This is an optimization exercise on Yosys and OpenROAD, whose aim is small area, not a production implementation. Function was checked by simulation only, so behaviour that the tests miss may differ from the original. Power is estimated from default activity; no workload was simulated.

**flow/design.v**
```verilog
module  mixer (
    input  wire signed [7:0]  adc_input,
    input  wire signed [7:0] carrier_input,
    output wire signed [15:0] mixer_output
);
assign mixer_output = adc_input*carrier_input;
endmodule
module integrator
    #(parameter NIN     = 16,
      parameter NOUT    = 40,
      parameter SYS_CLK_FREQ = 6400_000,
      parameter MIXING_FREQ  = 320_000,
      parameter DEMOD_FREQ   = 16_000,
      parameter SAMPLE_RATE  = 800 )
    (
      input               clk ,
      input               rstn ,
      input               en ,
      input  signed [NIN-1:0]     din ,
      output              valid ,
      output signed [NOUT-1:0]   dout) ;
   localparam SAMPLE_DIV = SYS_CLK_FREQ / MIXING_FREQ;
   reg [31:0] sample_counter;
   reg sample_en;
   always @(posedge clk or negedge rstn) begin
      if(!rstn) begin
         sample_counter <= 0;
         sample_en <= 0;
      end else begin
         if(sample_counter == SAMPLE_DIV-1) begin
               sample_counter <= 0;
               sample_en <= 1;
         end else begin
               sample_counter <= sample_counter + 1;
               sample_en <= 0;
         end
      end
   end
   reg signed [NOUT-1:0]         int_d0  ;
   reg signed [NOUT-1:0]         int_d1  ;
   wire signed [NIN-1:0]        sxtx;
   assign sxtx = {{(NOUT-NIN){1'b0}}, din} ;
   reg [1:0]              en_r ;
   always @(posedge clk or negedge rstn) begin
      if (!rstn) begin
         en_r   <= 'b0 ;
      end
      else if(sample_en) begin
         en_r   <= {en_r[1:0], en};
      end else begin
         en_r  <= en_r;
      end
   end
   always @(posedge clk or negedge rstn) begin
      if (!rstn) begin
         int_d0        <= 'b0 ;
      end
      else if (sample_en&&en) begin
         int_d0        <= int_d0 + sxtx ;
      end
      else begin
         int_d0        <= int_d0;
      end
   end
   always @(posedge clk or negedge rstn) begin
      if (!rstn) begin
         int_d1        <= 'b0 ;
      end
      else if (sample_en&&en_r[0]) begin
         int_d1         <= int_d1 + int_d0 ;
      end else begin
         int_d1  <= int_d1;
      end
   end
    assign dout  = int_d1 ;
    assign valid = en_r[1];
endmodule
module  decimation
    #(parameter NDEC = 40,
      parameter SYS_CLK_FREQ = 6400_000,
      parameter MIXING_FREQ  = 320_000,
      parameter DEMOD_FREQ   = 16_000,
      parameter SAMPLE_RATE  = 800 )
    (
     input                             clk,
     input                            rstn,
     input                              en,
     input  signed[NDEC-1:0]           din,
     output wire                     valid,
     output wire signed[NDEC-1:0]    dout);
localparam SAMPLE_DIV = SYS_CLK_FREQ / MIXING_FREQ;
reg [31:0] sample_counter; 
reg sample_en; 
always @(posedge clk or negedge rstn) begin
    if(!rstn) begin
        sample_counter <= 0;
        sample_en <= 0;
    end else begin
        if(sample_counter == SAMPLE_DIV-1) begin
            sample_counter <= 0;
            sample_en <= 1;
        end else begin
            sample_counter <= sample_counter + 1;
            sample_en <= 0;
        end
    end
end
   reg                  valid_r ;
   reg [8:0]            cnt ;
   reg [NDEC-1:0]       dout_r ;
   always @(posedge clk or negedge rstn) begin
      if (!rstn) begin
         cnt <= 'b0;
      end else if (sample_en)begin
         if (en) begin
            if (cnt== 'd199) begin
               cnt <= 'b0 ;
            end
            else begin
               cnt <= cnt + 'd1 ;
            end
         end
      end else begin
          cnt <= cnt;
      end
   end
   always @(posedge clk or negedge rstn) begin
      if (!rstn) begin
         valid_r        <= 'd0 ;
         dout_r         <= 'd0 ;
      end
      else if (sample_en) begin
         if (en) begin
            if (cnt== 'd199) begin
               valid_r     <= 1'd1;
               dout_r      <= din;
            end
            else begin
               dout_r      <= dout_r;
               valid_r     <= 1'b0;
            end
         end else begin
               dout_r      <= dout_r;
               valid_r     <= 1'b0 ;
         end
      end else begin
               dout_r      <= dout_r;
               valid_r     <= 1'b0 ;
      end
   end
   assign dout          = dout_r ;
   assign valid         = valid_r ;
endmodule
module comb
    #(parameter NIN  = 40,
      parameter NOUT = 16,
      parameter SYS_CLK_FREQ = 6400_000,
      parameter MIXING_FREQ  = 320_000,
      parameter DEMOD_FREQ   = 16_000,
      parameter SAMPLE_RATE  = 800 )
    (
     input                             clk,
     input                            rstn,
     input                              en,
     input  signed[NIN-1:0]            din,
     output wire                     valid,
     output wire signed[NOUT-1:0]    dout);
   localparam SAMPLE_DIV = SYS_CLK_FREQ / MIXING_FREQ;
   reg [31:0] sample_counter;
   reg sample_en;
   always @(posedge clk or negedge rstn) begin
      if(!rstn) begin
         sample_counter <= 0;
         sample_en <= 0;
      end else begin
         if(sample_counter == SAMPLE_DIV-1) begin
               sample_counter <= 0;
               sample_en <= 0;
         end else if(sample_counter == 0) begin
               sample_counter <= 1;
               sample_en <= 0;
         end else begin
               sample_counter <= sample_counter + 1;
               sample_en <= 0;
         end
      end
   end
   reg [3:0]                 en_r ;
   always @(posedge clk or negedge rstn) begin
      if (!rstn) begin
         en_r <= 'b0 ;
      end
      else if (en) begin
         en_r <= {en_r[2:0], en} ;
      end else begin
         en_r <= en_r;
      end
   end
    reg  signed [NIN-1:0]            d1, d1_d, d2, d2_d ;
   always @(posedge clk or negedge rstn) begin
      if (!rstn)        d1     <= 'b0 ;
      else if (en)      d1     <= din ;
      else              d1 <= d1;
   end
   always @(posedge clk or negedge rstn) begin
      if (!rstn)        d1_d   <= 'b0 ;
      else if (en)      d1_d   <= d1 ;
      else              d1_d <= d1_d;
   end
   wire signed [NIN-1:0]      s1_out;
   assign s1_out = d1 - d1_d ;
   always @(posedge clk or negedge rstn) begin
      if (!rstn)        d2     <= 'b0 ;
      else if (en)      d2     <= s1_out ;
      else              d2 <= d2;
   end
   always @(posedge clk or negedge rstn) begin
      if (!rstn)        d2_d   <= 'b0 ;
      else if (en)      d2_d   <= d2 ;
      else              d2_d <= d2_d;
   end
   wire signed [NIN-1:0]      s2_out;
   assign s2_out = d2 - d2_d ;
    reg [NOUT-1:0]       dout_r ;
    reg                  valid_r ;
    always @(posedge clk or negedge rstn) begin
        if (!rstn) begin
            dout_r         <= 'b0 ;
            valid_r        <= 'b0 ;
        end
        else if (en) begin
            dout_r         <= s2_out[30:15] ;
            valid_r        <= 1'b1 ;
        end
        else begin
            dout_r         <= dout_r ;
            valid_r        <= 1'b0 ;
        end
    end
   assign       dout    = dout_r;
   assign       valid   = valid_r ;
endmodule
module cic
    #(parameter NIN  = 16,
      parameter NMAX = 40,
      parameter NOUT = 16,
      parameter SYS_CLK_FREQ = 6400_000,
      parameter MIXING_FREQ  = 320_000,
      parameter DEMOD_FREQ   = 16_000,
      parameter SAMPLE_RATE  = 800  )
    (
     input               clk,
     input               rstn,
     input               en,
     input signed[NIN-1:0]     din,
     output               valid,
     output signed[NOUT-1:0]   dout);
   wire signed [NMAX-1:0]      itg_out ;
   wire signed [NMAX-1:0]      dec_out ;
   wire [1:0]           en_r ;
   integrator   #(.NIN(NIN), .NOUT(NMAX), .SYS_CLK_FREQ(SYS_CLK_FREQ), .MIXING_FREQ(MIXING_FREQ), .DEMOD_FREQ(DEMOD_FREQ), .SAMPLE_RATE(SAMPLE_RATE))
   u_integrator (
       .clk         (clk),
       .rstn        (rstn),
       .en          (en),
       .din         (din),
       .valid       (en_r[0]),
       .dout        (itg_out));
   decimation   #(.NDEC(NMAX), .SYS_CLK_FREQ(SYS_CLK_FREQ), .MIXING_FREQ(MIXING_FREQ), .DEMOD_FREQ(DEMOD_FREQ), .SAMPLE_RATE(SAMPLE_RATE))
   u_decimator (
       .clk         (clk),
       .rstn        (rstn),
       .en          (en_r[0]),
       .din         (itg_out),
       .dout        (dec_out),
       .valid       (en_r[1]));
   comb         #(.NIN(NMAX), .NOUT(NOUT), .SYS_CLK_FREQ(SYS_CLK_FREQ), .MIXING_FREQ(MIXING_FREQ), .DEMOD_FREQ(DEMOD_FREQ), .SAMPLE_RATE(SAMPLE_RATE))
   u_comb (
       .clk         (clk),
       .rstn        (rstn),
       .en          (en_r[1]),
       .din         (dec_out),
       .valid       (valid),
       .dout        (dout));
endmodule
module hamming_filter#(
    parameter TAPS        = 16,
    parameter DATA_WIDTH  = 16,
    parameter SYS_CLK_FREQ = 6400_000,
    parameter MIXING_FREQ  = 320_000,
    parameter DEMOD_FREQ   = 16_000,
    parameter SAMPLE_RATE  = 800 
)(
    input clk,
    input rst,
    input start,
    input signed [DATA_WIDTH-1:0] sample_in,
    output wire signed [DATA_WIDTH-1:0] sample_out
    );
localparam SAMPLE_DIV = SYS_CLK_FREQ / SAMPLE_RATE;
reg [31:0] sample_counter;
reg sample_en;
always @(posedge clk or negedge rst) begin
    if(!rst) begin
        sample_counter <= 0;
        sample_en <= 0;
    end else begin
        if(sample_counter == SAMPLE_DIV-1) begin
            sample_counter <= 0;
            sample_en <= 1;
        end else begin
            sample_counter <= sample_counter + 1;
            sample_en <= 0;
        end
    end
end
    parameter h0  = 16'sd173;
    parameter h1  = 16'sd288;
    parameter h2  = 16'sd548;
    parameter h3  = 16'sd1001;
    parameter h4  = 16'sd1691;
    parameter h5  = 16'sd2633;
    parameter h6  = 16'sd3787;
    parameter h7  = 16'sd5053;
    parameter h8  = 16'sd5053;
    parameter h9  = 16'sd3787;
    parameter h10 = 16'sd2633;
    parameter h11 = 16'sd1691;
    parameter h12 = 16'sd1001;
    parameter h13 = 16'sd548;
    parameter h14 = 16'sd288;
    parameter h15 = 16'sd173;
    reg signed [DATA_WIDTH - 1:0] FIR [0:TAPS-1];
    reg signed [33:0] acc;
    integer i;
    always @ (posedge clk) begin
        if (!rst) begin  
            for (i = 0; i < TAPS; i = i + 1) FIR[i] <= 0; 
            acc <= 0;
        end
        else if(start && sample_en) begin
            FIR[0] <= sample_in;
            for (i = 1; i < TAPS; i = i + 1) FIR [i] <= FIR[i - 1];
            acc <=      h0   * FIR[0]  +
                        h1   * FIR[1]  +
                        h2   * FIR[2]  +
                        h3   * FIR[3]  +
                        h4   * FIR[4]  +
                        h5   * FIR[5]  +
                        h6   * FIR[6]  +
                        h7   * FIR[7]  +
                        h8   * FIR[8]  +
                        h9   * FIR[9]  +
                        h10  * FIR[10]  +
                        h11  * FIR[11]  +
                        h12  * FIR[12]  +
                        h13  * FIR[13]  +
                        h14  * FIR[14]  +
                        h15  * FIR[15];
        end else begin
            for (i = 0; i < TAPS; i = i + 1) FIR[i] <= FIR[i]; 
            acc <= acc;
        end
    end                
    assign sample_out = acc[32:17];
endmodule
module cordic(
input 			clk,
input 			rst_n,
input	[15:0]	angle,
input			start,
output wire finished,
output reg signed[7:0]	  Sin,
output reg signed[7:0]    Cos
);
parameter angle_0 = 32'd294912000;		 
parameter angle_1 = 32'd174099200;      
parameter angle_2 = 32'd91987200;       
parameter angle_3 = 32'd46694400;       
parameter angle_4 = 32'd23436800;       
parameter angle_5 = 32'd11731200;      
parameter angle_6 = 32'd5868800;       
parameter angle_7 = 32'd2931200;       
parameter pipeline = 8;
parameter K = 32'd3979690;			 
reg signed 	[31:0] 		x0,y0,z0;
reg signed 	[31:0] 		x1,y1,z1;
reg signed 	[31:0] 		x2,y2,z2;
reg signed 	[31:0] 		x3,y3,z3;
reg signed 	[31:0] 		x4,y4,z4;
reg signed 	[31:0] 		x5,y5,z5;
reg signed 	[31:0] 		x6,y6,z6;
reg signed 	[31:0] 		x7,y7,z7;
reg signed 	[31:0] 		x8,y8,z8;
reg  [3:0]           count;
reg  [15:0]           cordic_angle;
reg  sin_sign,cos_sign;
reg  signed [7:0] r_sin,r_cos;    
always @(*) begin
    if (angle <= 'd9000) begin  
        cordic_angle = angle;
        sin_sign = 0;
        cos_sign = 0;
    end else if (angle <= 'd18000) begin  
        cordic_angle = 'd18000 - angle;
        sin_sign = 0;
        cos_sign = 1;
    end else if (angle <= 'd27000) begin  
        cordic_angle = angle - 'd18000;
        sin_sign = 1;
        cos_sign = 1;
    end else begin  
        cordic_angle = 'd36000 - angle;
        sin_sign = 1;
        cos_sign = 0;
    end
end
always@(posedge clk or negedge rst_n)begin
	if(!rst_n)
		count <= 'b0;
	else if(start)begin
		if(count != 4'd8)
			count <= count + 1'b1;
		else if (finished)
			count <= 'b0;
		else 
			count <= count;
	end
end
assign finished = (count == 4'd8)?1'b1:1'b0;
always@(posedge clk or negedge rst_n)begin
	if(!rst_n)begin
		x0 <= 'b0;
		y0 <= 'b0;
		z0 <= 'b0;
	end
	else begin
		x0 <= K;
		y0 <= 32'd0;
		z0 <= cordic_angle << 16;
	end
end 
always@(posedge clk or negedge rst_n)begin
	if(!rst_n)begin
		x1 <= 'b0;
		y1 <= 'b0;
		z1 <= 'b0;
	end
	else if(z0[31]) begin
		x1 <= x0 + y0;
		y1 <= y0 - x0;
		z1 <= z0 + angle_0;
	end
	else begin
		x1 <= x0 - y0;
		y1 <= y0 + x0;
		z1 <= z0 - angle_0;		
	end
end 
always@(posedge clk or negedge rst_n)begin
	if(!rst_n)begin
		x2 <= 'b0;
		y2 <= 'b0;
		z2 <= 'b0;
	end
	else if(z1[31]) begin
		x2 <= x1 + (y1>>>1);
		y2 <= y1 - (x1>>>1);
		z2 <= z1 + angle_1;
	end
	else begin
		x2 <= x1 - (y1>>>1);
		y2 <= y1 + (x1>>>1);
		z2 <= z1 - angle_1;	
	end
end 
always@(posedge clk or negedge rst_n)begin 
	if(!rst_n)begin
		x3 <= 'b0;
		y3 <= 'b0;
		z3 <= 'b0;
	end
	else if(z2[31]) begin
		x3 <= x2 + (y2>>>2);
		y3 <= y2 - (x2>>>2);
		z3 <= z2 + angle_2;
	end
	else begin
		x3 <= x2 - (y2>>>2);
		y3 <= y2 + (x2>>>2);
		z3 <= z2 - angle_2;	
	end
end 
always@(posedge clk or negedge rst_n)begin 
	if(!rst_n)begin
		x4 <= 'b0;
		y4 <= 'b0;
		z4 <= 'b0;
	end
	else if(z3[31]) begin
		x4 <= x3 + (y3>>>3);
		y4 <= y3 - (x3>>>3);
		z4 <= z3 + angle_3;
	end
	else begin
		x4 <= x3 - (y3>>>3);
		y4 <= y3 + (x3>>>3);
		z4 <= z3 - angle_3;	
	end
end 
always@(posedge clk or negedge rst_n)begin 
	if(!rst_n)begin
		x5 <= 'b0;
		y5 <= 'b0;
		z5 <= 'b0;
	end
	else if(z4[31]) begin
		x5 <= x4 + (y4>>>4);
		y5 <= y4 - (x4>>>4);
		z5 <= z4 + angle_4;
	end
	else begin
		x5 <= x4 - (y4>>>4);
		y5 <= y4 + (x4>>>4);
		z5 <= z4 - angle_4;	
	end
end 
always@(posedge clk or negedge rst_n)begin 
	if(!rst_n)begin
		x6 <= 'b0;
		y6 <= 'b0;
		z6 <= 'b0;
	end
	else if(z5[31]) begin
		x6 <= x5 + (y5>>>5);
		y6 <= y5 - (x5>>>5);
		z6 <= z5 + angle_5;
	end
	else begin
		x6 <= x5 - (y5>>>5);
		y6 <= y5 + (x5>>>5);
		z6 <= z5 - angle_5;	
	end
end 
always@(posedge clk or negedge rst_n)begin 
	if(!rst_n)begin
		x7 <= 'b0;
		y7 <= 'b0;
		z7 <= 'b0;
	end
	else if(z6[31]) begin
		x7 <= x6 + (y6>>>6);
		y7 <= y6 - (x6>>>6);
		z7 <= z6 + angle_6;
	end
	else begin
		x7 <= x6 - (y6>>>6);
		y7 <= y6 + (x6>>>6);
		z7 <= z6 - angle_6;	
	end
end 
always@(posedge clk or negedge rst_n)begin 
	if(!rst_n)begin
		x8 <= 'b0;
		y8 <= 'b0;
		z8 <= 'b0;
	end
	else if(z7[31]) begin
		x8 <= x7 + (y7>>>7);
		y8 <= y7 - (x7>>>7);
		z8 <= z7 + angle_7;
	end
	else begin
		x8 <= x7 - (y7>>>7);
		y8 <= y7 + (x7>>>7);
		z8 <= z7 - angle_7;	
	end
end 
reg signed [7:0] x10_temp,y10_temp;
reg signed [7:0] x10_temp_neg,y10_temp_neg;
always@(*) begin
	x10_temp = $signed(x8[23:16]);
	y10_temp = $signed(y8[23:16]);
	x10_temp_neg = -$signed(x8[23:16]);
	y10_temp_neg = -$signed(y8[23:16]);
end
always@(posedge clk)begin
	if(!rst_n)begin
		r_sin <= 'b0;
		r_cos <= 'b0;
	end
	else begin
		if(sin_sign)
         		r_sin <=  y10_temp_neg;
		else	
			r_sin <=  y10_temp;
		if(cos_sign)		
         		r_cos <= x10_temp_neg;
		else
			r_cos <= x10_temp;    
	end
end 
always@(*) begin
	Sin = r_sin;
	Cos = r_cos;
end
endmodule
module dds_cordic
    (
    input           clk,             
    input           rstn ,           
    input           sweep_flag,      
    input [15:0]     f_word ,         
    output wire signed [7:0]    sin_dout,            
    output wire signed [7:0]    cos_dout           
);
    wire                  finished;     
    reg [15:0]            phase_acc_r ;
    parameter    IDLE = 3'd0;
    parameter    INIT= 3'd1;
    parameter    GEN = 3'd2;
    parameter    WAIT = 3'd3;
    parameter    DONE = 3'd4;
    parameter    REVERT = 3'd5;
    reg[2:0] state, next_state;
    always @(posedge clk or negedge rstn) begin
        if(!rstn) begin
            state <=IDLE;
        end else begin
            state <= next_state;
        end
    end
    always @(*) begin
        case (state)
            IDLE:  next_state = GEN;
            INIT:  next_state = GEN;
            GEN:   next_state = WAIT;
            WAIT:  next_state = (finished)? DONE:WAIT; 
            DONE:  next_state = (sweep_flag)? INIT:GEN;
            default: next_state = IDLE;
        endcase
    end
    always @(posedge clk or negedge rstn) begin
        if (!rstn) begin
            phase_acc_r    <= 'b0 ;
        end
        else if (state == INIT) begin
            phase_acc_r    <= 'b0 ;
        end
        else if (state == DONE) begin
                phase_acc_r <= phase_acc_r + f_word ;
        end
        else if (phase_acc_r > 'd36000) begin
                phase_acc_r <= phase_acc_r - 'd36000;
        end
        else begin
            phase_acc_r    <= phase_acc_r ;
        end
    end
   reg start;
    always @(*) begin
        case (state)
            IDLE:  start = 0;
            INIT:  start = 0;
            GEN:   start = 1;
            WAIT:  start = 1; 
            DONE:  start = 0;
            REVERT:start = 1;
            default: start = 0;
        endcase
    end
    wire signed [7:0] sin_dout_temp;
    wire signed [7:0] cos_dout_temp;
    reg signed [7:0] r_sin_out;
    reg signed [7:0] r_cos_out;
    cordic u_cordic(
        .clk (clk),
        .rst_n(rstn),
        .angle(phase_acc_r),
        .start(start),
        .finished(finished),
        .Sin(sin_dout_temp),
        .Cos(cos_dout_temp)
    );
    always @(posedge clk) begin
        if(state == DONE) begin
            r_sin_out <= sin_dout_temp;
            r_cos_out <= cos_dout_temp;
        end
        else begin
            r_sin_out <= r_sin_out;
            r_cos_out <= r_cos_out;
        end
    end
    assign       sin_dout = -1*r_sin_out; 
    assign       cos_dout = r_cos_out; 
endmodule
module downmixer_recovery 
    #(parameter CIC_NIN  = 16,
      parameter CIC_NMAX = 40,
      parameter CIC_NOUT = 16,
      parameter SYS_CLK_FREQ = 3200_000,
      parameter MIXING_FREQ  = 160_000,
      parameter DEMOD_FREQ   = 16_000,
      parameter SAMPLE_RATE  = 800 )(
      input clk,      
      input rst,
      input en,
      input  wire signed [7:0] adc_in,
      output wire signed [CIC_NOUT-1:0] I_out,
      output wire signed [CIC_NOUT-1:0] Q_out,
      output wire sweep_done
);
      localparam SAMPLE_DIV = SYS_CLK_FREQ / MIXING_FREQ;
      reg [31:0] sample_counter;
      reg sample_en;
      always @(posedge clk or negedge rst) begin
      if(!rst) begin
            sample_counter <= 0;
            sample_en <= 0;
      end else begin
            if(sample_counter == SAMPLE_DIV-1) begin
                  sample_counter <= 0;
                  sample_en <= 1;
            end else begin
                  sample_counter <= sample_counter + 1;
                  sample_en <= 0;
            end
      end
      end
      function [15:0] sweep_steps(input [3:0] idx);
            case (idx)
                  4'd0: sweep_steps = 16'd4386;
                  4'd1: sweep_steps = 16'd4410;
                  4'd2: sweep_steps = 16'd4432;
                  4'd3: sweep_steps = 16'd4454;
                  4'd4: sweep_steps = 16'd4476;
                  4'd5: sweep_steps = 16'd4500;
                  4'd6: sweep_steps = 16'd4522;
                  4'd7: sweep_steps = 16'd4546;
                  4'd8: sweep_steps = 16'd4568;
                  4'd9: sweep_steps = 16'd4590;
                  4'd10: sweep_steps = 16'd4612;
                  default: sweep_steps = 16'd0;
            endcase
      endfunction
      localparam IDLE         = 3'd1; 
      localparam START_SWEEP  = 3'd2; 
      localparam ACCUMULATE   = 3'd3; 
      localparam NEXT_FREQ    = 3'd4; 
      localparam DONE_SWEEP   = 3'd5; 
      localparam START_MIXING = 3'd6; 
      localparam MIXING       = 3'd7;
      reg [2:0] state,next_state;
      reg [3:0] sweep_index; 
      reg [15:0] current_step;
      wire signed [CIC_NOUT-1:0] I_out_cic;
      wire signed [CIC_NOUT-1:0] Q_out_cic;
      reg signed [CIC_NOUT-1:0] I_out_reg;
      reg signed [CIC_NOUT-1:0] Q_out_reg;
      wire signed [15:0] I_mixer;
      wire signed [15:0] Q_mixer;
      wire signed [7:0] sin_carrier;
      wire signed [7:0] cos_carrier;
      reg    sweep_flag ;
      reg    sweep_done_flag;
      wire [15:0]    step ;
      wire I_valid,Q_valid;
      reg [7:0] sample_count;    
      parameter SAMPLE_ACCUM_NUM = 50;   
      reg [37:0] best_energy;
      reg [15:0] best_step;
      wire finished_accumulate;
      always @(posedge clk or negedge rst) begin
            if(!rst) begin
                  state <=IDLE;
            end else if(sample_en)begin
                  state <= next_state;
            end else begin
                  state <= state;
            end
      end
    always @(*) begin
        case (state)
            IDLE:         next_state = START_SWEEP;
            START_SWEEP:  next_state = ACCUMULATE;
            ACCUMULATE:   next_state = (finished_accumulate)? NEXT_FREQ : ACCUMULATE;
            NEXT_FREQ:    next_state = (sweep_index == 10)? DONE_SWEEP:START_SWEEP; 
            DONE_SWEEP:   next_state = START_MIXING;
            START_MIXING: next_state = MIXING;
            MIXING:       next_state = MIXING;
            default:      next_state = IDLE;
        endcase
    end
      assign step     = current_step;
      reg unsigned [31:0] I_squared; 
      reg unsigned [31:0] Q_squared; 
      reg unsigned [32:0] magnitude_sq; 
      reg unsigned [37:0] accumulated_energy;
      always @(*) begin
                  I_squared = I_out_reg * I_out_reg;
                  Q_squared = Q_out_reg * Q_out_reg;
                  magnitude_sq = I_squared + Q_squared;
      end
      assign finished_accumulate = (sample_count == SAMPLE_ACCUM_NUM)? 1:0;
      always @(posedge clk) begin
                  if (state == IDLE) begin
                        sample_count       <= 0;
                        accumulated_energy <=0;
                        sweep_index  <= 0;
                        best_energy  <= 0;
                        best_step    <= 0;
                        current_step <= 0;
                        sweep_flag   <= 0;
                        sweep_done_flag <= 0;
                  end else if (state == ACCUMULATE && I_valid && Q_valid) begin
                        sample_count <= sample_count + 1;
                        accumulated_energy <= accumulated_energy + magnitude_sq;
                        sweep_index  <= sweep_index;
                        best_energy  <= best_energy;
                        best_step    <= best_step;
                        current_step <= sweep_steps(sweep_index);
                        sweep_flag   <= 0;
                        sweep_done_flag <= 0;
                  end else if (state == ACCUMULATE && sample_en) begin
                        sample_count <= sample_count;
                        accumulated_energy <= accumulated_energy;
                        sweep_index  <= sweep_index;
                        best_energy  <= best_energy;
                        best_step    <= best_step;
                        current_step <= current_step;
                        sweep_flag   <= 0;
                        sweep_done_flag <= 0;
                  end else if (state == NEXT_FREQ && sample_en) begin
                        sample_count <= sample_count;
                        sweep_index  <= sweep_index;
                        accumulated_energy <= accumulated_energy;
                        if(accumulated_energy > best_energy) begin
                              best_energy <= accumulated_energy;
                              best_step   <= sweep_steps(sweep_index);
                        end else begin
                              best_energy <= best_energy;
                              best_step   <= best_step;
                        end
                        current_step <= sweep_steps(sweep_index);
                        sweep_flag   <= 1;
                        sweep_done_flag <= 0;
                  end else if (state == START_SWEEP && sample_en) begin
                        sample_count <= 0;
                        sweep_index  <= sweep_index+1 ;
                        accumulated_energy <=0;
                        best_energy  <= best_energy;
                        best_step    <= best_step;
                        current_step <= sweep_steps(sweep_index);
                        sweep_flag <= 0;
                        sweep_done_flag <= 0;
                  end else if (state == DONE_SWEEP && sample_en) begin
                        sample_count <= 0;
                        sweep_index  <= 0 ;
                        accumulated_energy <=accumulated_energy;
                        best_energy  <= best_energy;
                        best_step    <= best_step;
                        current_step <= best_step;
                        sweep_flag   <= 0;
                        sweep_done_flag <= 1;
                  end else begin
                        sample_count <= sample_count;
                        sweep_index  <= sweep_index;
                        accumulated_energy <=accumulated_energy;
                        best_energy  <= best_energy;
                        best_step    <= best_step;
                        current_step <= current_step;
                        sweep_flag   <= sweep_flag;
                        sweep_done_flag <= sweep_done_flag;
                  end
      end
      mixer u_mixer_I(
         .adc_input(adc_in),
         .carrier_input(cos_carrier),
         .mixer_output(I_mixer)
      );
      mixer u_mixer_Q(
         .adc_input(adc_in),
         .carrier_input(sin_carrier),
         .mixer_output(Q_mixer)
      );
      dds_cordic u_dds_cordic(
         .clk (clk),
         .rstn(rst),
         .sweep_flag (sweep_flag),
         .f_word(step),
         .sin_dout(sin_carrier),
         .cos_dout(cos_carrier)
      );
      assign sweep_done = sweep_done_flag;
      cic #(.NIN(CIC_NIN), .NMAX(CIC_NMAX), .NOUT(CIC_NOUT), .SYS_CLK_FREQ(SYS_CLK_FREQ), .MIXING_FREQ(MIXING_FREQ), .DEMOD_FREQ(DEMOD_FREQ), .SAMPLE_RATE(SAMPLE_RATE))
      u_cic_I (
            .clk    (clk),
            .rstn   (rst),
            .en     (en),
            .din    (I_mixer),
            .valid  (I_valid),
            .dout   (I_out_cic)
      );
      cic #(.NIN(CIC_NIN), .NMAX(CIC_NMAX), .NOUT(CIC_NOUT), .SYS_CLK_FREQ(SYS_CLK_FREQ), .MIXING_FREQ(MIXING_FREQ), .DEMOD_FREQ(DEMOD_FREQ), .SAMPLE_RATE(SAMPLE_RATE))
      u_cic_Q (
            .clk    (clk),
            .rstn   (rst),
            .en     (en),
            .din    (Q_mixer),
            .valid  (Q_valid),
            .dout   (Q_out_cic)
      );
      hamming_filter #( .SYS_CLK_FREQ(SYS_CLK_FREQ), .MIXING_FREQ(MIXING_FREQ), .DEMOD_FREQ(DEMOD_FREQ), .SAMPLE_RATE(SAMPLE_RATE))
      real_filter (
      .clk        (clk),
      .rst        (rst),
      .start    	(en     ),
      .sample_in  (I_out_cic),
      .sample_out (I_out_reg)
      );
      hamming_filter #( .SYS_CLK_FREQ(SYS_CLK_FREQ), .MIXING_FREQ(MIXING_FREQ), .DEMOD_FREQ(DEMOD_FREQ), .SAMPLE_RATE(SAMPLE_RATE)) 
      imag_filter (
      .clk        (clk),
      .rst        (rst),
      .start    	(en     ),
      .sample_in  (Q_out_cic),
      .sample_out (Q_out_reg)
      );
      assign I_out = I_out_reg;
      assign Q_out = Q_out_reg;
endmodule
module cordic_vector#(
      parameter SYS_CLK_FREQ = 3200_000,
      parameter MIXING_FREQ  = 160_000,
      parameter DEMOD_FREQ   = 8_000,
      parameter SAMPLE_RATE  = 800 
)(
input 						clk,
input 						rst_n,
input	signed [15:0]		x,
input	signed [15:0]		y,
input						start,
output 	reg    [8:0]	    angle,
output	wire				finished
);
localparam SAMPLE_DIV = SYS_CLK_FREQ / DEMOD_FREQ;
reg [31:0] sample_counter;
reg sample_en;
always @(posedge clk or negedge rst_n) begin
    if(!rst_n) begin
        sample_counter <= 0;
        sample_en <= 0;
    end else begin
        if(sample_counter == SAMPLE_DIV-1) begin
            sample_counter <= 0;
            sample_en <= 1;
        end else begin
            sample_counter <= sample_counter + 1;
            sample_en <= 0;
        end
    end
end
    parameter angle_0 = 16'd11520;		 
    parameter angle_1 = 16'd6800;      
    parameter angle_2 = 16'd3593;       
    parameter angle_3 = 16'd1824;       
    parameter angle_4 = 16'd915;       
    parameter angle_5 = 16'd458;      
    parameter angle_6 = 16'd229;       
    parameter angle_7 = 16'd114;       
    reg signed 	[15:0] 		x0,y0,z0;
    reg signed 	[15:0] 		x1,y1,z1;
    reg signed 	[15:0] 		x2,y2,z2;
    reg signed 	[15:0] 		x3,y3,z3;
    reg signed 	[15:0] 		x4,y4,z4;
    reg signed 	[15:0] 		x5,y5,z5;
    reg signed 	[15:0] 		x6,y6,z6;
    reg signed 	[15:0] 		x7,y7,z7;
    reg  [4:0]           count;
    always@(posedge clk or negedge rst_n)begin
        if(!rst_n)
            count <= 'b0;
        else if(start && sample_en)begin
            if(count == 5'd19)
			    count <= 'b0;    
            else
                count <= count + 1'b1;        
        end else 
                count <= count;
    end
    assign finished  = (count == 5'd8)?1'b1:1'b0;
    reg  [8:0] angle_ref;
    reg signed [15:0] x_new,y_new;
    always@(*) begin
         case ({x[15], y[15]})
        2'b00: begin  
            x_new = x;
            y_new = y;
            angle_ref = 'd0;
        end
        2'b10: begin  
            x_new = y;
            y_new = -(x);
            angle_ref = 'd90;
        end
        2'b11: begin  
            x_new = -(x);
            y_new = -(y);
            angle_ref = 'd180;
        end
        2'b01: begin  
            x_new = -(y);
            y_new = (x);
            angle_ref = 'd270;
        end
        default: begin
            x_new = 0;
            y_new = 0;
            angle_ref = 'd0;
        end
    endcase
    end
    always@(posedge clk or negedge rst_n)begin
        if(!rst_n)begin
            x0 <= 'b0;
            y0 <= 'b0;
            z0 <= 'b0;
        end
        else if(start && sample_en)begin
            x0 <= x_new ;
            y0 <= y_new ;
            z0 <= 'b0;
        end else begin
            x0 <= x0;
            y0 <= y0;
            z0 <= z0;
        end
    end 
    always@(posedge clk or negedge rst_n)begin 
        if(!rst_n)begin
            x1 <= 'b0;
            y1 <= 'b0;
            z1 <= 'b0;
        end
        else if (start&&sample_en) begin
            if(!y0[15] ) begin					 
                x1 <= x0 + y0;
                y1 <= y0 - x0;
                z1 <= z0 + angle_0;
            end else begin
                x1 <= x0 - y0;
                y1 <= y0 + x0;
                z1 <= z0 - angle_0;		
            end
        end else begin
            x1 <= x1;
            y1 <= y1;
            z1 <= z1;	
        end
    end 
    always@(posedge clk or negedge rst_n)begin 
        if(!rst_n)begin
            x2 <= 'b0;
            y2 <= 'b0;
            z2 <= 'b0;
        end else if (start&&sample_en) begin
            if(!y1[15]) begin
                x2 <= x1 + (y1>>>1);
                y2 <= y1 - (x1>>>1);
                z2 <= z1 + angle_1;
            end else begin
                x2 <= x1 - (y1>>>1);
                y2 <= y1 + (x1>>>1);
                z2 <= z1 - angle_1;	
            end
        end else begin
            x2 <= x2;
            y2 <= y2;
            z2 <= z2;
        end
    end
    always@(posedge clk or negedge rst_n)begin 
        if(!rst_n)begin
            x3 <= 'b0;
            y3 <= 'b0;
            z3 <= 'b0;
        end else if (start&&sample_en) begin
            if(!y2[15]) begin
                x3 <= x2 + (y2>>>2);
                y3 <= y2 - (x2>>>2);
                z3 <= z2 + angle_2;
            end
            else begin
                x3 <= x2 - (y2>>>2);
                y3 <= y2 + (x2>>>2);
                z3 <= z2 - angle_2;	
            end
        end else begin
            x3 <= x3;
            y3 <= y3;
            z3 <= z3;
        end
    end 
    always@(posedge clk or negedge rst_n)begin 
        if(!rst_n)begin
            x4 <= 'b0;
            y4 <= 'b0;
            z4 <= 'b0;
        end else if (start&&sample_en) begin
            if(!y3[15]) begin
                x4 <= x3 + (y3>>>3);
                y4 <= y3 - (x3>>>3);
                z4 <= z3 + angle_3;
            end
            else begin
                x4 <= x3 - (y3>>>3);
                y4 <= y3 + (x3>>>3);
                z4 <= z3 - angle_3;	
            end
        end else begin
            x4 <= x4;
            y4 <= y4;
            z4 <= z4;
        end
    end 
    always@(posedge clk or negedge rst_n)begin 
        if(!rst_n)begin
            x5 <= 'b0;
            y5 <= 'b0;
            z5 <= 'b0;
        end else if (start&&sample_en) begin
            if(!y4[15]) begin
                x5 <= x4 + (y4>>>4);
                y5 <= y4 - (x4>>>4);
                z5 <= z4 + angle_4;
            end
            else begin
                x5 <= x4 - (y4>>>4);
                y5 <= y4 + (x4>>>4);
                z5 <= z4 - angle_4;	
            end
        end else begin
            x5 <= x5;
            y5 <= y5;
            z5 <= z5;
        end
    end 
    always@(posedge clk or negedge rst_n)begin 
        if(!rst_n)begin
            x6 <= 'b0;
            y6 <= 'b0;
            z6 <= 'b0;
        end else if (start&&sample_en) begin 
            if(!y5[15]) begin
            x6 <= x5 + (y5>>>5);
            y6 <= y5 - (x5>>>5);
            z6 <= z5 + angle_5;
            end
            else begin
                x6 <= x5 - (y5>>>5);
                y6 <= y5 + (x5>>>5);
                z6 <= z5 - angle_5;	
            end
        end else begin
            x6 <= x6;
            y6 <= y6;
            z6 <= z6;
        end
    end 
    always@(posedge clk or negedge rst_n)begin 
        if(!rst_n)begin
            x7 <= 'b0;
            y7 <= 'b0;
            z7 <= 'b0;
        end else if (start&&sample_en) begin 
            if(!y6[15]) begin
            x7 <= x6 + (y6>>>6);
            y7 <= y6 - (x6>>>6);
            z7 <= z6 + angle_6;
            end
            else begin
                x7 <= x6 - (y6>>>6);
                y7 <= y6 + (x6>>>6);
                z7 <= z6 - angle_6;	
            end
        end else begin
            x7 <= x7;
            y7 <= y7;
            z7 <= z7;
        end
    end 
    reg  [15:0]	angle_abs;
    always@(posedge clk or negedge rst_n)begin
        if(!rst_n)begin
            angle_abs <= 'b0;
        end
        else if (start&& sample_en)begin
            angle_abs <= z7;  
        end else begin
            angle_abs  <= angle_abs;
        end
    end 
    always @(*) begin
        if(angle_abs[15]==1)
            angle = angle_ref;
        else
            angle = angle_abs[15:8]+angle_ref;
    end
endmodule
module demod_gmsk #(
      parameter SYS_CLK_FREQ = 6400_000,
      parameter MIXING_FREQ  = 320_000,
      parameter DEMOD_FREQ   = 16_000,
      parameter SAMPLE_RATE  = 800,
      parameter TAPS         = 4 
)(
    input  signed [15:0] I,     
    input  signed [15:0] Q,    
    input         start,
    input         resetn,     
    input         clk,         
    output reg  [8:0] phase,   
    output wire signed  [6:0] freq 
);
localparam SAMPLE_DIV = SYS_CLK_FREQ / SAMPLE_RATE;
reg [31:0] sample_counter;
reg sample_en;
always @(posedge clk or negedge resetn) begin
    if(!resetn) begin
        sample_counter <= 0;
        sample_en <= 0;
    end else begin
        if(sample_counter == SAMPLE_DIV-1) begin
            sample_counter <= 0;
            sample_en <= 1;
        end else begin
            sample_counter <= sample_counter + 1;
            sample_en <= 0;
        end
    end
end
wire       cordic_valid;
wire       one_start;
wire [8:0] cordic_phase;
reg  [8:0]  prev_phase;
reg  signed [6:0]  freq_origin;
always @(posedge clk) begin
    if (!resetn) begin
        phase             <= 0;
        freq_origin       <= 0;
        prev_phase        <= 0;
    end 
    else if (sample_en && start ) begin
        phase               <= cordic_phase;
        if (({cordic_phase[8],cordic_phase[7]}=='b00) &&  (prev_phase[8]==1)) begin
            freq_origin     <= (cordic_phase - prev_phase) + 360;
        end 
        else if ((cordic_phase[8] == 1) &&({prev_phase[8],prev_phase[7]}=='b00)) begin
            freq_origin     <= (cordic_phase - prev_phase) - 360;
        end 
        else begin
            freq_origin     <= cordic_phase - prev_phase;
        end
        prev_phase          <= cordic_phase;
    end else begin
        freq_origin       <= freq_origin;
        prev_phase        <= prev_phase;
        phase             <= phase;
    end
end
cordic_vector#(
    .SYS_CLK_FREQ 	(SYS_CLK_FREQ  ),
    .MIXING_FREQ  	(MIXING_FREQ   ),
    .DEMOD_FREQ   	(DEMOD_FREQ    ),
    .SAMPLE_RATE  	(SAMPLE_RATE   ))
 u_cordic_vector(
    .clk      	(clk       ),
    .rst_n    	(resetn     ),
    .x        	(I         ),
    .y        	(Q         ),
    .start    	(start     ),
    .angle    	(cordic_phase  ),
    .finished 	(cordic_valid  )
);
assign freq = freq_origin;
endmodule
module clk_rec_zerox #(
    parameter IN_WIDTH = 6,
    parameter MAIN_CLK = 6400_000,
    parameter OSR = 8,
    parameter SYS_CLK_FREQ = 6400_000,
    parameter MIXING_FREQ  = 320_000,
    parameter DEMOD_FREQ   = 16_000,
    parameter SAMPLE_RATE  = 800 
)(
    input  wire                       clk,
    input  wire                       rst,
    input  wire                       enable,
    input  wire signed [IN_WIDTH-1:0] diff_phase_in,  
    output reg symbol_sample_tick,   
    output reg out_bit
);
localparam SAMPLE_DIV = SYS_CLK_FREQ / SAMPLE_RATE;
reg [31:0] enable_counter;
reg sample_en ;
always @(posedge clk or negedge rst) begin
    if(!rst) begin
        enable_counter <= 0;
        sample_en <= 0;
    end else begin
        if(enable_counter == SAMPLE_DIV-1) begin
            enable_counter <= 0;
            sample_en <= 1;
        end else begin
            enable_counter <= enable_counter + 1;
            sample_en <= 0;
        end
    end
end
    reg signed [IN_WIDTH-1:0] sample_previous; 
    reg [OSR-1:0] sample_counter;
    reg sample_valid;  
    always@(posedge clk)begin
        if (!rst) begin
        sample_previous <= 0;
        sample_valid <= 0;  
    end else begin
        if(sample_en)begin   
            sample_previous <= diff_phase_in;
            sample_valid <= 1;  
        end else begin
            sample_previous <= sample_previous;
            sample_valid <= sample_valid;  
        end
    end
    end
    localparam 
        IDLE        = 2'b00,
        SP_cross    = 2'b01,
        SP_wait     = 2'b10,
        SP_out      = 2'b11;
    reg [1:0] state,next_state;   
    always@(posedge clk)
     state <= (!rst) ? IDLE : next_state; 
    always @(posedge clk) begin
        if (!rst) begin
            next_state <= IDLE;
        end else begin
            if (sample_en) begin
                case (state)
                IDLE: begin
                    if (enable&&sample_valid&&(diff_phase_in[IN_WIDTH-1] != sample_previous[IN_WIDTH-1])) begin
                        next_state <= SP_cross;
                    end
                    else begin
                        next_state <= IDLE;
                    end
                end
                SP_cross:begin
                        next_state <= SP_wait;
                end
                SP_wait:begin
                    next_state <= (sample_counter==OSR-1)?SP_out:SP_wait;
                end
                SP_out:begin
                    next_state <= SP_wait;
                end
                default:begin
                    next_state <= IDLE;
                end 
                endcase     
            end
            else begin
                next_state <= next_state;
            end
        end
    end
    always @(posedge clk) begin
        if (!rst) begin
            sample_counter <= OSR>>1; 
        end else begin
            if (sample_en) begin
                case (state)
                IDLE: begin
                    if (enable) begin
                        sample_counter <= (sample_counter==OSR)?1:sample_counter+1; 
                    end
                    else begin
                        sample_counter <= sample_counter;
                    end
                end 
                SP_cross:begin
                    sample_counter <= (OSR>>1)+1; 
                end
                SP_wait: begin
                    sample_counter <= sample_counter+1;
                end
                SP_out: begin
                    sample_counter <= 1;
                end
                default: begin
                    sample_counter <= OSR>>1;
                end
                endcase
            end
            else begin
                sample_counter <= sample_counter;       
            end
        end
    end
    always @(posedge clk) begin
        if (!rst) begin
           out_bit <= 'b0;
           symbol_sample_tick <= 0;
        end
        else begin
            if (sample_en) begin
                symbol_sample_tick <= (sample_counter==OSR-1)?1:0;
                out_bit <= (symbol_sample_tick) ? (((diff_phase_in+sample_previous)>>>1)>0):out_bit;
            end
            else begin
                symbol_sample_tick <= symbol_sample_tick;
                out_bit <= out_bit;
            end
        end
    end
endmodule
module varicode_lut (
    input enable,
    input [9:0] varicode, 
    output reg [7:0] ascii  
);
    always @(*) begin
        if(enable==1) begin
        case(varicode)
            10'b1:          ascii = 8'h20;
            10'b111111111:  ascii = 8'h21; 
            10'b101011111:  ascii = 8'h22; 
            10'b111110101:  ascii = 8'h23; 
            10'b111011011:  ascii = 8'h24; 
            10'b1011010101: ascii = 8'h25; 
            10'b1010111011: ascii = 8'h26; 
            10'b101111111:  ascii = 8'h27; 
            10'b11111011:   ascii = 8'h28; 
            10'b11110111:   ascii = 8'h29; 
            10'b101101111:  ascii = 8'h2a; 
            10'b111011111:  ascii = 8'h2b; 
            10'b1110101:    ascii = 8'h2c; 
            10'b110101:     ascii = 8'h2d; 
            10'b1010111:    ascii = 8'h2e; 
            10'b110101111:  ascii = 8'h2f; 
            10'b10110111:   ascii = 8'h30; 
            10'b10111101:   ascii = 8'h31; 
            10'b11101101:   ascii = 8'h32; 
            10'b11111111:   ascii = 8'h33; 
            10'b101110111:  ascii = 8'h34; 
            10'b101011011:  ascii = 8'h35; 
            10'b101101011:  ascii = 8'h36; 
            10'b110101101:  ascii = 8'h37; 
            10'b110101011:  ascii = 8'h38; 
            10'b110110111:  ascii = 8'h39; 
            10'b11110101:   ascii = 8'h3a; 
            10'b110111101:  ascii = 8'h3b; 
            10'b111101101:  ascii = 8'h3c; 
            10'b1010101:    ascii = 8'h3d;
            10'b111010111:  ascii = 8'h3e;
            10'b1010101111: ascii = 8'h3f;
            10'b1010111101: ascii = 8'h40;
            10'b1111101:    ascii = 8'h41;
            10'b11101011:   ascii = 8'h42;
            10'b10101101:   ascii = 8'h43;
            10'b10110101:   ascii = 8'h44;
            10'b1110111:    ascii = 8'h45;
            10'b11011011:   ascii = 8'h46;
            10'b11111101:   ascii = 8'h47;
            10'b101010101:  ascii = 8'h48;
            10'b1111111:    ascii = 8'h49;
            10'b111111101:  ascii = 8'h4a;
            10'b101111101:  ascii = 8'h4b;
            10'b11010111:   ascii = 8'h4c;
            10'b10111011:   ascii = 8'h4d;
            10'b11011101:   ascii = 8'h4e;
            10'b10101011:   ascii = 8'h4f;
            10'b11010101:   ascii = 8'h50;
            10'b111011101:  ascii = 8'h51;
            10'b10101111:   ascii = 8'h52;
            10'b1101111:    ascii = 8'h53;
            10'b1101101:    ascii = 8'h54;
            10'b101010111:  ascii = 8'h55;
            10'b110110101:  ascii = 8'h56;
            10'b101011101:  ascii = 8'h57;
            10'b101110101:  ascii = 8'h58;
            10'b101111011:  ascii = 8'h59;
            10'b1010101101: ascii = 8'h5a;
            10'b111110111:  ascii = 8'h5b;
            10'b111101111:  ascii = 8'h5c;
            10'b111111011:  ascii = 8'h5d;
            10'b1010111111: ascii = 8'h5e;
            10'b101101101:  ascii = 8'h5f;
            10'b1011011111: ascii = 8'h60;
            10'b1011:       ascii = 8'h61;
            10'b1011111:    ascii = 8'h62;
            10'b101111:     ascii = 8'h63;
            10'b101101:     ascii = 8'h64;
            10'b11:         ascii = 8'h65;
            10'b111101:     ascii = 8'h66;
            10'b1011011:    ascii = 8'h67;
            10'b101011:     ascii = 8'h68;
            10'b1101:       ascii = 8'h69;
            10'b111101011:  ascii = 8'h6a;
            10'b10111111:   ascii = 8'h6b;
            10'b11011:      ascii = 8'h6c;
            10'b111011:     ascii = 8'h6d;
            10'b1111:       ascii = 8'h6e;
            10'b111:        ascii = 8'h6f;
            10'b111111:     ascii = 8'h70;
            10'b110111111:  ascii = 8'h71;
            10'b10101:      ascii = 8'h72;
            10'b10111:      ascii = 8'h73;
            10'b101:        ascii = 8'h74;
            10'b110111:     ascii = 8'h75;
            10'b1111011:    ascii = 8'h76;
            10'b1101011:    ascii = 8'h77;
            10'b11011111:   ascii = 8'h78;
            10'b1011101:    ascii = 8'h79;
            10'b111010101:  ascii = 8'h7a;
            10'b1010110111: ascii = 8'h7b;
            10'b110111011:  ascii = 8'h7c;
            10'b1010110101: ascii = 8'h7d;
            10'b1011010111: ascii = 8'h7e;
            10'b1110110101: ascii = 8'h7f;
            default:        ascii = 8'h00;   
        endcase
        end
        else begin
            ascii = 8'h00; 
        end
    end
endmodule
module varicode_decoder#(
    parameter OSR = 8,
    parameter BR  = 100,
    parameter SYS_CLK_FREQ = 6400_000,
    parameter MIXING_FREQ  = 320_000,
    parameter DEMOD_FREQ   = 16_000,
    parameter SAMPLE_RATE  = 800   
)(
    input wire clk,
    input wire rst,
    input wire bit_in,                
    input wire bit_valid,             
    output wire [7:0] char_out,   
    output reg char_valid        
    );
localparam SAMPLE_DIV = SYS_CLK_FREQ / SAMPLE_RATE;
reg [31:0] enable_counter;
reg sample_en;
always @(posedge clk or negedge rst) begin
    if(!rst) begin
        enable_counter <= 0;
        sample_en <= 0;
    end else begin
        if(enable_counter == SAMPLE_DIV-1) begin
            enable_counter <= 0;
            sample_en <= 1;
        end else begin
            enable_counter <= enable_counter + 1;
            sample_en <= 0;
        end
    end
end
reg [15:0] shift_reg;    
reg [3:0] bit_count;      
reg [1:0] zero_count;     
reg [1:0] previous_two;
reg [9:0] varicode; 
wire [7:0] ascii;
varicode_lut u_varicode_lut(
    .enable   	(char_valid),
    .varicode 	(varicode  ),
    .ascii    	(ascii  )
);
localparam 
    IDLE        = 3'b000,
    RECV        = 3'b001,
    END_CHECK   = 3'b010,
    DECODE      = 3'b011,
    ERROR       = 3'b100;
reg [2:0] state;    
always @(posedge clk or negedge rst) begin
    if (!rst) begin
      state<= IDLE;
    end else begin
        if(bit_valid&&sample_en)begin
            case (state)
            IDLE: 
                begin
                    if ((shift_reg[1:0]==2'b00)&&(bit_in!=0)) begin  
                        state<= RECV;
                    end else begin
                        state<= IDLE;
                    end
                end
            RECV:
                begin
                    if (bit_in==1) begin
                        state<= RECV;
                    end else begin
                        state<= END_CHECK;
                    end
                end
            END_CHECK:
                begin
                    if (bit_in==1) begin
                        state<= RECV;
                    end else begin
                        state<= DECODE;
                    end
                end       
            DECODE:
                begin
                    if (bit_in==1) begin
                        state<= RECV;
                    end else begin
                        state<= IDLE;
                    end
                end 
            default: 
                state<= IDLE;
            endcase
        end else begin
            state<= state;
        end
end
end
always @(posedge clk) begin
    if (!rst) begin
        shift_reg <= 16'b11111111_11111111;
    end else begin
        shift_reg <=(bit_valid&&sample_en)?{shift_reg[14:0],bit_in}:shift_reg;
    end
end
always @(posedge clk) begin
    if (!rst) begin
        bit_count <= 0;
        varicode <= 10'b0;
        char_valid <= 0;
    end
    else begin
        if (bit_valid&&sample_en) begin
           case (state)
            IDLE:
            begin
                bit_count  <= 0;
                varicode   <= varicode;
                char_valid <= 0;
            end
            RECV:
            begin
                bit_count<= bit_count+1;
                varicode <= varicode;
                char_valid <= 0;
            end
            END_CHECK:
            begin
                bit_count<= bit_count+1;
                varicode <= varicode;
                char_valid <= 0;
            end       
            DECODE:
            begin 
                case (bit_count-1)
                1: varicode <= {9'd0, shift_reg[2]};
                2: varicode <= {8'd0, shift_reg[3:2]};
                3: varicode <= {7'd0, shift_reg[4:2]};
                4: varicode <= {6'd0, shift_reg[5:2]};
                5: varicode <= {5'd0, shift_reg[6:2]};
                6: varicode <= {4'd0, shift_reg[7:2]};
                7: varicode <= {3'd0, shift_reg[8:2]};
                8: varicode <= {2'd0, shift_reg[9:2]};
                9: varicode <= {1'd0, shift_reg[10:2]};
                10: varicode <= shift_reg[11:2];
                default: varicode <= 10'd0;
                endcase
                bit_count <= 0;  
                char_valid <= 1;
            end
            default: 
            begin
                bit_count <= 0;
                varicode <= 10'b0;
            end   
            endcase   
        end else begin
            bit_count<= bit_count;
            varicode <= varicode;
            char_valid <= char_valid;
        end
    end 
end
assign char_out = ascii;  
endmodule
module top#(
      parameter CIC_NIN  = 16,
      parameter CIC_NMAX = 40,
      parameter CIC_NOUT = 16,
      parameter DEMOD_OUT = 7,
      parameter CLOCK_REC_OSR = 8,
      parameter SYS_CLK_FREQ = 6400_000,
      parameter MIXING_FREQ  = 320_000,
      parameter DEMOD_FREQ   = 8_000,
      parameter SAMPLE_RATE  = 800,
      parameter SWEEP_SAMPLE_ACCUM_NUM = 32,
      parameter TAPS = 12 
)(
    input  clk,      
    input  rst,
    input  en,
    input  signed [7:0] adc_in,
    output wire [7:0] char_out,   
    output wire char_valid,
    output wire signed [CIC_NOUT-1:0] I_out,
    output wire signed [CIC_NOUT-1:0] Q_out,
    output wire sweep_done,
    output wire signed [DEMOD_OUT-1:0] freq,
    output wire bit_tick,
    output wire bit_out
);
    wire [8:0]  phase;
    wire symbol_sample_tick;
    wire out_bit;
    assign bit_tick = symbol_sample_tick;
    assign bit_out  = out_bit;
    downmixer_recovery #(
        .CIC_NIN              	(CIC_NIN                        ),
        .CIC_NMAX             	(CIC_NMAX                       ),
        .CIC_NOUT             	(CIC_NOUT                       ),
        .SYS_CLK_FREQ     	    (SYS_CLK_FREQ                   ),
        .MIXING_FREQ      	    (MIXING_FREQ                    ),
        .DEMOD_FREQ       	    (DEMOD_FREQ                     ),
        .SAMPLE_RATE      	    (SAMPLE_RATE                    ))
    u_downmixer_recovery(
        .clk        	(clk         ),
        .rst        	(rst         ),
        .en         	(en          ),
        .adc_in     	(adc_in      ),
        .I_out      	(I_out       ),
        .Q_out      	(Q_out       ),
        .sweep_done 	(sweep_done  )
    );
    demod_gmsk#(
        .SYS_CLK_FREQ     	    (SYS_CLK_FREQ                   ),
        .MIXING_FREQ      	    (MIXING_FREQ                    ),
        .DEMOD_FREQ       	    (DEMOD_FREQ                     ),
        .SAMPLE_RATE      	    (SAMPLE_RATE                    ))
     u_demod_gmsk(
        .I      	(I_out     ),
        .Q      	(Q_out     ),
        .start      (sweep_done),
        .resetn 	(rst       ),
        .clk    	(clk       ),
        .phase  	(phase     ),
        .freq   	(freq      )
    );
    clk_rec_zerox #(
    .SYS_CLK_FREQ     	    (SYS_CLK_FREQ                   ),
    .MIXING_FREQ      	    (MIXING_FREQ                    ),
    .DEMOD_FREQ       	    (DEMOD_FREQ                     ),
    .SAMPLE_RATE      	    (SAMPLE_RATE                    ),
    .IN_WIDTH 	(DEMOD_OUT  ),
    .OSR      	(CLOCK_REC_OSR  ))
    u_clk_rec_zerox(
        .clk                	(clk                 ),
        .rst                	(rst                 ),
        .enable             	(sweep_done              ),
        .diff_phase_in      	(freq       ),
        .symbol_sample_tick 	(symbol_sample_tick  ),
        .out_bit            	(out_bit             )
    );
    varicode_decoder #(
        .SYS_CLK_FREQ     	    (SYS_CLK_FREQ                   ),
        .MIXING_FREQ      	    (MIXING_FREQ                    ),
        .DEMOD_FREQ       	    (DEMOD_FREQ                     ),
        .SAMPLE_RATE      	    (SAMPLE_RATE                    ))
    u_varicode_decoder(
        .clk        	(clk         ),
        .rst        	(rst         ),
        .bit_in     	(out_bit      ),
        .bit_valid  	(symbol_sample_tick   ),
        .char_out   	(char_out    ),
        .char_valid 	(char_valid  )
    );
endmodule  
```
**flow/run.sh**
```bash
#!/bin/bash
# synth_recipe.tcl (not shown) runs the flow's synth.tcl, then flattens the netlist and writes it again
# the make line also repeats each setting of config.mk as NAME=value (left out here)
make -C /OpenROAD-flow-scripts/flow DESIGN_CONFIG=/design/flow/config.mk WORK_HOME=/design/flow/orfs CLKGATE_MAP_FILE= SYNTH_SCRIPT=/design/flow/synth_recipe.tcl finish
```
**flow/config.mk**
```make
export PLATFORM = sky130hd
export DESIGN_NAME = top
export DESIGN_NICKNAME = top
export VERILOG_FILES = /design/flow/design.v
export SDC_FILE = /design/flow/constraint.sdc
export NUM_CORES = 4
export LEC_CHECK = 0
export CAP_MARGIN = 20
export CORE_MARGIN = 2
export CORE_UTILIZATION = 55
export SLEW_MARGIN = 20
```
**flow/constraint.sdc**
```tcl
create_clock -name core_clock -period 20.0 [get_ports {clk}]
set_input_delay 4.0000 -clock core_clock [delete_from_list [all_inputs] [get_ports {clk}]]
set_output_delay 4.0000 -clock core_clock [all_outputs]
set_load 0.01 [all_outputs]
```
==> notes.md <==
cell type report:
class | instances | area, sq um | area share, %
multi-input combinational | 20600 | 201000 | 66.4
sequential | 2465 | 58100 | 19.1
inverter | 5855 | 22000 | 7.25
antenna | 4 | 10.0 | 0.00330
tap | 6757 | 8450 | 2.79
clock buffer | 422 | 8850 | 2.92
timing repair buffer | 280 | 2380 | 0.786
clock inverter | 162 | 2180 | 0.719
cell families after synthesis:
kind of cell | count (synthesis) | share of synthesized area, %
multiplexers | 330 | 1.28
AND/OR/NAND/NOR | 6152 | 9.78
buffers and inverters | 6517 | 8.62
flip-flops | 2465 | 20.5
XOR/XNOR | 2045 | 6.32
other | 2 | 0.00265
AO/OA/AOI/OAI | 4541 | 9.74
adder cells (fa/ha/maj) | 7563 | 43.8
metrics by stage:
stage	worst slack, ns	hold slack [ns]	instance area, sq um	utilization (%)
2_1_floorplan	9.52	0.331	284000	-
3_3_place_gp	8.77	0.333	292000	56.9
3_5_place_dp	8.69	0.338	292000	56.9
4_1_cts	8.74	0.350	303000	59.1
5_1_grt	8.10	0.356	303000	59.1
6_report	8.70	0.349	303000	59.1
metal layers:
layer / track usage [%] / up-vias
met5: 0 / -
met3: 3.99 / 941
met1: 42.1 / 99800
met4: 7.97 / 6
met2: 47.8 / 4140
li1: - / 94600
worst paths after layout:
check                                                            startpoint                                                end  slack, ns  cells after the start
setup / recovery                 u_downmixer_recovery.imag_filter.FIR[2][4]           u_downmixer_recovery.imag_filter.acc[32]       8.70                     39
setup reg to reg                 u_downmixer_recovery.imag_filter.FIR[2][4]           u_downmixer_recovery.imag_filter.acc[32]       8.70                     39
max in group asynchronous                                               rst  u_downmixer_recovery.u_dds_cordic.u_cordic.x2[21]      12.18                      7
hold reg to reg            u_downmixer_recovery.u_dds_cordic.u_cordic.z3[8]   u_downmixer_recovery.u_dds_cordic.u_cordic.z4[8]       0.35                      0
hold / removal             u_downmixer_recovery.u_dds_cordic.u_cordic.z3[8]   u_downmixer_recovery.u_dds_cordic.u_cordic.z4[8]       0.35                      0
min in group asynchronous                                               rst                    u_demod_gmsk.sample_counter[23]       2.95                      1
layout by cell type, fill, tap and decap left out, types with 88 or more instances in the layout:
master	instances
inv_1	5836
fa_1	3954
ha_1	3607
nand2_1	2694
a21oi_1	1723
dfrtp_1	1696
xnor2_1	1398
nor2_1	1336
o21ai_0	1077
dfxtp_1	738
xor2_1	645
nor3_1	401
a21o_1	392
nand3_1	387
clkbuf_16	320
mux2_2	255
buf_4	208
o21a_1	190
nand2b_1	189
and2_1	176
o21bai_1	169
nor2b_1	162
nand4_1	152
and3_1	146
o31ai_1	144
a211oi_1	137
a31oi_1	123
nor4_1	119
or3_1	95
or2_2	88
power by group through the flow:
stage	combinational (mW)	clock (mW)	sequential (mW)
3_5_place_dp	8.22	0	6.26
3_3_place_gp	8.13	0	6.26
6_report	8.26	6.15	6.17
2_1_floorplan	6.46	0	5.91
4_1_cts	8.28	6.31	6.17
5_1_grt	9.35	6.49	6.21
critical path, delay by kind of cell, from the launching register on:
kind | cells | cell delay [ns]
fa+ha+maj | 14 | 5.96
simple gates | 3 | 0.53
compound gates | 16 | 3.82
xor+xnor | 1 | 0.14
buf+inv | 5 | 0.28
flops | 1 | 0.45
==> flow_metrics.py <==
metrics = {
    "detailed_routing": {
        "drc_errors": 0,
        "routed_wl_um": 757000,
        "met2_length_um": 348000,
        "first_pass_iters": 6,
        "via_per_inst": 5.45,
        "met3WireLength_um": 39700,
        "avgRoutedWirePerCell_um": 20.7,
        "num_vias": 199000,
        "drtAntennaViolNets": 0,
        "top_layer": "met5",
        "drt_iter0_drc": 12700,
        "m1WireLength_um": 345000,
    },
    "placement": {
        "dp_hpwl_um": 618000,
        "port_buffers": 60,
        "gp_congestion": 0.932,
        "placedCellCount": 36000,
    },
    "pwr": {
        "leakagePower_nw": 157,
        "power_density_nw_per_um2": 67.9,
        "internal_power_mw": 12.7,
        "p_switching_mw": 7.87,
        "p_comb_share_pct": 40.1,
        "ir_worst_vdd_mv": 0.122,
        "clockPowerShare_pct": 29.9,
        "p_seq_share_pct": 30.0,
        "p_sw_share_pct": 38.2,
        "power_mw": 20.6,
    },
    "clock_tree": {
        "post_cts_buffers": 0,
        "cts-buffers-inserted": 315,
        "clk_pin_slew_ns": 0.07,
        "insertion_delay_ns": 1.01,
        "cts_resized": 0,
        "cts-htree-levels": 5,
        "root_buffer": "clkbuf_16",
        "cts_tree": "done",
        "cts_num_sinks": 2465,
        "max-clock-path-buffers": 4,
        "ctsHoldBuffers": 0,
    },
    "yosys": {
        "syn_avg_cell_area_sq_um": 9.58,
        "synth_edf_count": 16,
        "synth_cell_type_count": 103,
        "synth_top_cells_by_count": "5,837 x inv_1, 3,954 x fa_1, 3,608 x ha_1",
        "synth_area_leader_cell": "fa_1",
        "synth_warnings": 13,
        "ys.flop_type": "dfrtp_1",
        "synth_seq_cells": 2465,
        "ys_seq_area_share_pct": 20.5,
        "yosysTopAreaCellShare_pct": 27.9,
        "synthCells": 29600,
        "synth_most_common_cell": "inv_1",
        "netlist_area_sq_um": 284000,
        "synthTopCellsByArea": "fa_1 28%, ha_1 16%, dfrtp_1 15%",
        "async_flop_share_pct": 69.1,
    },
    "floorplan": {
        "die_h_um": 722,
        "num_io_pins": 62,
        "die_w_um": 722,
        "start_util_pct": 55.3,
        "coreArea_sq_um": 513000,
        "rows": 263,
        "die-area_sq_um": 522000,
    },
    "global_route": {
        "grt_max_degree": 270,
        "grt_pass1_wl_um": 1210000,
        "antenna_found_initial": 19,
        "grt_usage_pct": 29.6,
        "first_global_vias": 206000,
        "overflow": 0,
    },
    "critical_path": {
        "startpoint_type": "flip-flop",
        "arrival_ns": 12.12,
        "worstSetupPathType": "flip-flop to flip-flop",
        "crit_path_top_delay_cell": "o41ai_1",
        "max_stage_delay_ns": 0.65,
        "end_kind": "flip-flop",
        "crit_fanout": 5,
        "required_ns": 20.83,
        "critPathMostFrequentCell": "fa_1",
    },
    "finish": {
        "reg_top3": "u_downmixer_recovery.imag_filter.FIR x256, u_downmixer_recovery.real_filter.FIR x256",
        "stdcell_count": 36600,
        "fillCellCount": 45400,
        "nNetsFinal": 37100,
        "drive_gt1_share_pct": 4.01,
        "area_delta_synth_final_pct": 6.88,
    },
    "sta": {
        "setup_viol": 0,
        "hold_viol": 0,
        "drv_slew": 0,
        "layout_min_cycle_time_ns": 11.30,
        "skew_ns": 0.0952,
        "tightest_slew_ns": 1.14,
        "slew_headroom_pct": 23.8,
        "rsz0062_at_grt": "false",
        "finalCritPeriodShare_pct": 56.5,
        "max_freq_ghz": 0.0885,
        "setup_tns_ns": 0,
    },
    "status": {
        "status": "finished clean",
    },
    "min_path": {
        "hold_path_class": "flip-flop to flip-flop",
    },
    "job": {
        "maxCapViolCount": 0,
    },
}

-- static timing again, ports no longer ideal --
No port has a modelled driver above. Below, the same layout with a new extraction and two added sets of constraints. Step 1 (the two cells are an assumption about what drives the block):
set clk [get_ports {clk}]
set_driving_cell -lib_cell sky130_fd_sc_hd__clkbuf_16 $clk
set_driving_cell -lib_cell sky130_fd_sc_hd__buf_2 [delete_from_list [all_inputs] $clk]
Step 2 also shifts input and output timing later by t, the mid clock arrival at the registers, as if the neighbouring blocks saw the same clock. Three values: ideal, step 1, step 2; two values: the first two.
t (ns): 1.099
setup WS [ns]: 8.703 / 8.703 / 8.703
worst register clock-pin slew, ns: 0.07 / 0.07
pins driven straight from the clock port: 1
After both steps setup and hold are still met in this run. For this run, drivers alone change the setup slack by 0.000 ns; drivers and shift together by 0.000 ns.
